This is an optimization exercise on Yosys and OpenROAD, whose aim is small area, not a production implementation.
In this exercise RTL edits were held to simulation tests only and were not proved equivalent to the original.
No activity file was given, so power comes from the tool's default toggle rates.

## TR
==> module bms_fsm, before the edit <==
module bms_fsm #(
  parameter integer DB_V   = 1000,
  parameter integer PERS_V = 50000,
  parameter integer RCV_V  = 5000,
  parameter integer DB_T   = 1000,
  parameter integer PERS_T = 50000,
  parameter integer RCV_T  = 5000,
  parameter integer DB_I   = 500,
  parameter integer PERS_I = 10000,
  parameter integer RCV_I  = 2000
)(
  input  wire clk,
  input  wire rst_n,
  input  wire ov_raw, uv_raw, ot_raw, ut_raw, oc_raw,
  input  wire msk_ov, msk_uv, msk_ot, msk_ut, msk_oc,
  input  wire chg_en,
  input  wire fault_clear_en,
  output reg  [3:0] state_1hot  
);
  wire ov = ov_raw & msk_ov;
  wire uv = uv_raw & msk_uv;
  wire ot = ot_raw & msk_ot;
  wire ut = ut_raw & msk_ut;
  wire oc = oc_raw & msk_oc;
  wire a  = ov | uv | ut;
  reg run;
  reg uv_d, ut_d, oc_d, a_d;
  always @(posedge clk) begin
    uv_d <= uv; ut_d <= ut; oc_d <= oc; a_d <= a;
  end
  wire [9:0] c_ot;
  debounce_persist #(.N(10), .TA(2), .TB(9), .XNOR(0), .LOAD(10'd682), .LOAD1(10'd683))
    u_c_ot (.clk(clk), .step(ot & run), .ld1(ot), .q(c_ot));
  wire [9:0] c_ov;
  debounce_persist #(.N(10), .TA(2), .TB(9), .XNOR(0), .LOAD(10'd682), .LOAD1(10'd683))
    u_c_ov (.clk(clk), .step(ov & run), .ld1(ov), .q(c_ov));
  wire [10:0] c_oc;
  debounce_persist #(.N(11), .TA(1), .TB(10), .XNOR(0), .LOAD(11'd955), .LOAD1(11'd955))
    u_c_oc (.clk(clk), .step(run & (oc == oc_d)), .ld1(1'b0), .q(c_oc));
  wire [15:0] c_uv;
  debounce_persist #(.N(16), .TA(6), .TB(15), .XNOR(0), .LOAD(16'd5488), .LOAD1(16'd5488))
    u_c_uv (.clk(clk), .step(run & uv & uv_d), .ld1(1'b0), .q(c_uv));
  wire [15:0] c_ut;
  debounce_persist #(.N(16), .TA(6), .TB(15), .XNOR(1), .LOAD(16'd40678), .LOAD1(16'd40678))
    u_c_ut (.clk(clk), .step(run & (ut ? ut_d : ~(a | a_d))), .ld1(1'b0), .q(c_ut));
  wire ot_1000 = ((c_ot & 10'd1023) == 10'd555);
  wire ov_1000 = ((c_ov & 10'd1023) == 10'd555);
  wire oc_hi500 = ((c_oc & 11'd1961) == 11'd32);
  wire oc_lo2000 = ((c_oc & 11'd1979) == 11'd1297);
  wire uv_1000 = ((c_uv & 16'd3597) == 16'd1029);
  wire uv_50000 = ((c_uv & 16'd16367) == 16'd5700);
  wire ut_1000 = ((c_ut & 16'd25680) == 16'd17408);
  wire a_lo5000 = ((c_ut & 16'd42361) == 16'd1049);
  wire ut_50000 = ((c_ut & 16'd32703) == 16'd30983);
  reg shut_p;             
  reg uv_hi, ut_hi, ut_pers, a_lo, oc_lo;
  always @(posedge clk) begin
    shut_p  <= run & (ot_1000 | ov_1000 | (oc_d & oc_hi500) | uv_50000);
    uv_hi   <= run & uv_d & (uv_1000 | uv_hi);
    ut_hi   <= run & ut_d & (ut_1000 | ut_hi);
    ut_pers <= run & ut_d & (ut_50000 | ut_pers);
    a_lo    <= run & ~a_d & (a_lo5000 | a_lo);
    oc_lo   <= run & ~oc_d & (oc_lo2000 | oc_lo);
  end
  wire want_shutdown = shut_p | (ut_hi & chg_en);
  wire want_fault    = ut_pers & ~chg_en;
  wire want_warn     = uv_hi | (ut_hi & ~chg_en);
  wire clear_ok      = a_lo & oc_lo;
  reg  [1:0] cur;
  wire is_warn  = ~cur[1] &  cur[0];
  wire is_fault =  cur[1] & ~cur[0];
  wire is_shut  =  cur[1] &  cur[0];
  wire to_shut  = is_shut | want_shutdown;
  wire to_fault = ~to_shut & (want_fault | (~want_warn & is_fault & ~(fault_clear_en & clear_ok)));
  wire to_warn  = ~to_shut & ~want_fault &
                  (want_warn | (is_warn & ~clear_ok) | (is_fault & fault_clear_en & clear_ok));
  wire [1:0] nxt = {run & (to_shut | to_fault), run & (to_shut | to_warn)};
  always @(posedge clk or negedge rst_n) begin
    if (!rst_n) begin
      run <= 1'b0;
      cur <= 2'b00;
    end else begin
      run <= 1'b1;
      cur <= nxt;
    end
  end
  always @* begin
    state_1hot[0] = ~cur[1] & ~cur[0];
    state_1hot[1] = is_warn;
    state_1hot[2] = is_fault;
    state_1hot[3] = is_shut;
  end
endmodule
clock: 10.0 ns
lec_check: 0
cap_margin: 20
core_margin: 2
core_utilization: 40
slew_margin: 20
standard.sh (not shown) runs the stock make flow with config.mk's settings and CLKGATE_MAP_FILE= SYNTH_SCRIPT=/design/flow/synth_recipe.tcl, a recipe that flattens the netlist after the stock synthesis.
==> flow/flow/run.sh <==
#!/bin/bash
# Own layout flow: the standard flow (standard.sh) with three changes:
# the port buffers are buf_1 cells, and CTS inserts no dummy loads and uses
# clkbuf_4 with large sink clusters.  make's full output goes to flow.log.
set -euo pipefail
CTS="-sink_clustering_enable -repair_clock_nets -dont_use_dummy_load -buf_list sky130_fd_sc_hd__clkbuf_4 -sink_clustering_size 30 -sink_clustering_max_diameter 100"
bash standard.sh "CTS_ARGS=$CTS" "BUFFER_PORTS_ARGS=-buffer_cell sky130_fd_sc_hd__buf_1" finish > flow.log 2>&1
Setup changes, TR to PW
-- flow/design.v --
<<< TR, line 83
    oc_lo   <= run & ~oc_d & (oc_lo2000 | oc_lo);
  end
  wire want_shutdown = shut_p | (ut_hi & chg_en);
  wire want_fault    = ut_pers & ~chg_en;
  wire want_warn     = uv_hi | (ut_hi & ~chg_en);
  wire clear_ok      = a_lo & oc_lo;
  reg  [1:0] cur;
  wire is_warn  = ~cur[1] &  cur[0];
  wire is_fault =  cur[1] & ~cur[0];
  wire is_shut  =  cur[1] &  cur[0];
  wire to_shut  = is_shut | want_shutdown;
  wire to_fault = ~to_shut & (want_fault | (~want_warn & is_fault & ~(fault_clear_en & clear_ok)));
  wire to_warn  = ~to_shut & ~want_fault &
                  (want_warn | (is_warn & ~clear_ok) | (is_fault & fault_clear_en & clear_ok));
  wire [1:0] nxt = {run & (to_shut | to_fault), run & (to_shut | to_warn)};
  always @(posedge clk or negedge rst_n) begin
    if (!rst_n) begin
      run <= 1'b0;
      cur <= 2'b00;
    end else begin
      run <= 1'b1;
>>> PW, line 83
    oc_lo   <= run & ~oc_d & (oc_lo2000 | oc_lo);
  end
  localparam [1:0] S_NORM  = 2'd0;
  localparam [1:0] S_WARN  = 2'd1;
  localparam [1:0] S_FAULT = 2'd2;
  localparam [1:0] S_SHUT  = 2'd3;
  wire want_shutdown = shut_p | (ut_hi & chg_en);
  wire want_fault    = ut_pers & ~chg_en;
  wire want_warn     = uv_hi | (ut_hi & ~chg_en);
  wire clear_ok      = a_lo & oc_lo;
  reg [1:0] cur, nxt;
  always @* begin
    nxt = cur;
    if (!run) nxt = S_NORM;
    else if (cur != S_SHUT) begin
      if (want_shutdown)   nxt = S_SHUT;
      else if (want_fault) nxt = S_FAULT;
      else if (want_warn)  nxt = S_WARN;
      else if (cur == S_WARN)  begin if (clear_ok) nxt = S_NORM; end
      else if (cur == S_FAULT) begin if (fault_clear_en && clear_ok) nxt = S_WARN; end
    end
  end
  always @(posedge clk or negedge rst_n) begin
    if (!rst_n) begin
      run <= 1'b0;
      cur <= S_NORM;
    end else begin
      run <= 1'b1;
<<< TR, line 106
  end
  always @* begin
    state_1hot[0] = ~cur[1] & ~cur[0];
    state_1hot[1] = is_warn;
    state_1hot[2] = is_fault;
    state_1hot[3] = is_shut;
  end
endmodule
>>> PW, line 113
  end
  always @* begin
    case (cur)
      S_NORM : state_1hot = 4'b0001;
      S_WARN : state_1hot = 4'b0010;
      S_FAULT: state_1hot = 4'b0100;
      default: state_1hot = 4'b1000;
    endcase
  end
endmodule
Results
The clock network area share was comparable across TR and PW.
Against TR, PW comes in 0.2 points higher on part of the total power dissipated in combinational logic.
The horizontal die dimension number comes out lower for TR vs PW.
The largest fanout on the critical path in PW sits 1 above the value recorded for TR.
For PW, the critical path startpoint was cur[1]$_DFFE_PN0P_, unlike TR, where it was cur[0]$_DFF_PN0_.
Slack of the critical path in PW vs TR: down 0.13 ns
[PW] signed area change from the synthesized netlist to the final layout rose 0.79 points relative to TR
STATUS minimum clock period after layout: PW loses against TR

[port drivers added, routing unchanged]
How much do the figures lean on ideal ports? The routed layouts below were timed once more, with nothing changed but the port constraints. Step 1 assumes that a clkbuf_16 drives the clock port and a buf_2 every other input. Step 2 also shifts input and output timing later by t, the mid clock arrival at the registers, as if the neighbouring blocks saw the same clock. a / b / c = ideal / step 1 / step 2; a / b = the first two.
run	t (ns)	setup slack, ns	latest minus earliest clock arrival (ns)
TR	0.415	6.814 / 6.789 / 6.719	0.028 / 0.028
PW	0.413	6.688 / 6.665 / 6.612	0.040 / 0.041
After both steps setup and hold are still met in every run listed. The setup slack of TR, which loses most, moves by -0.025 ns with the drivers and by -0.095 ns with both steps.
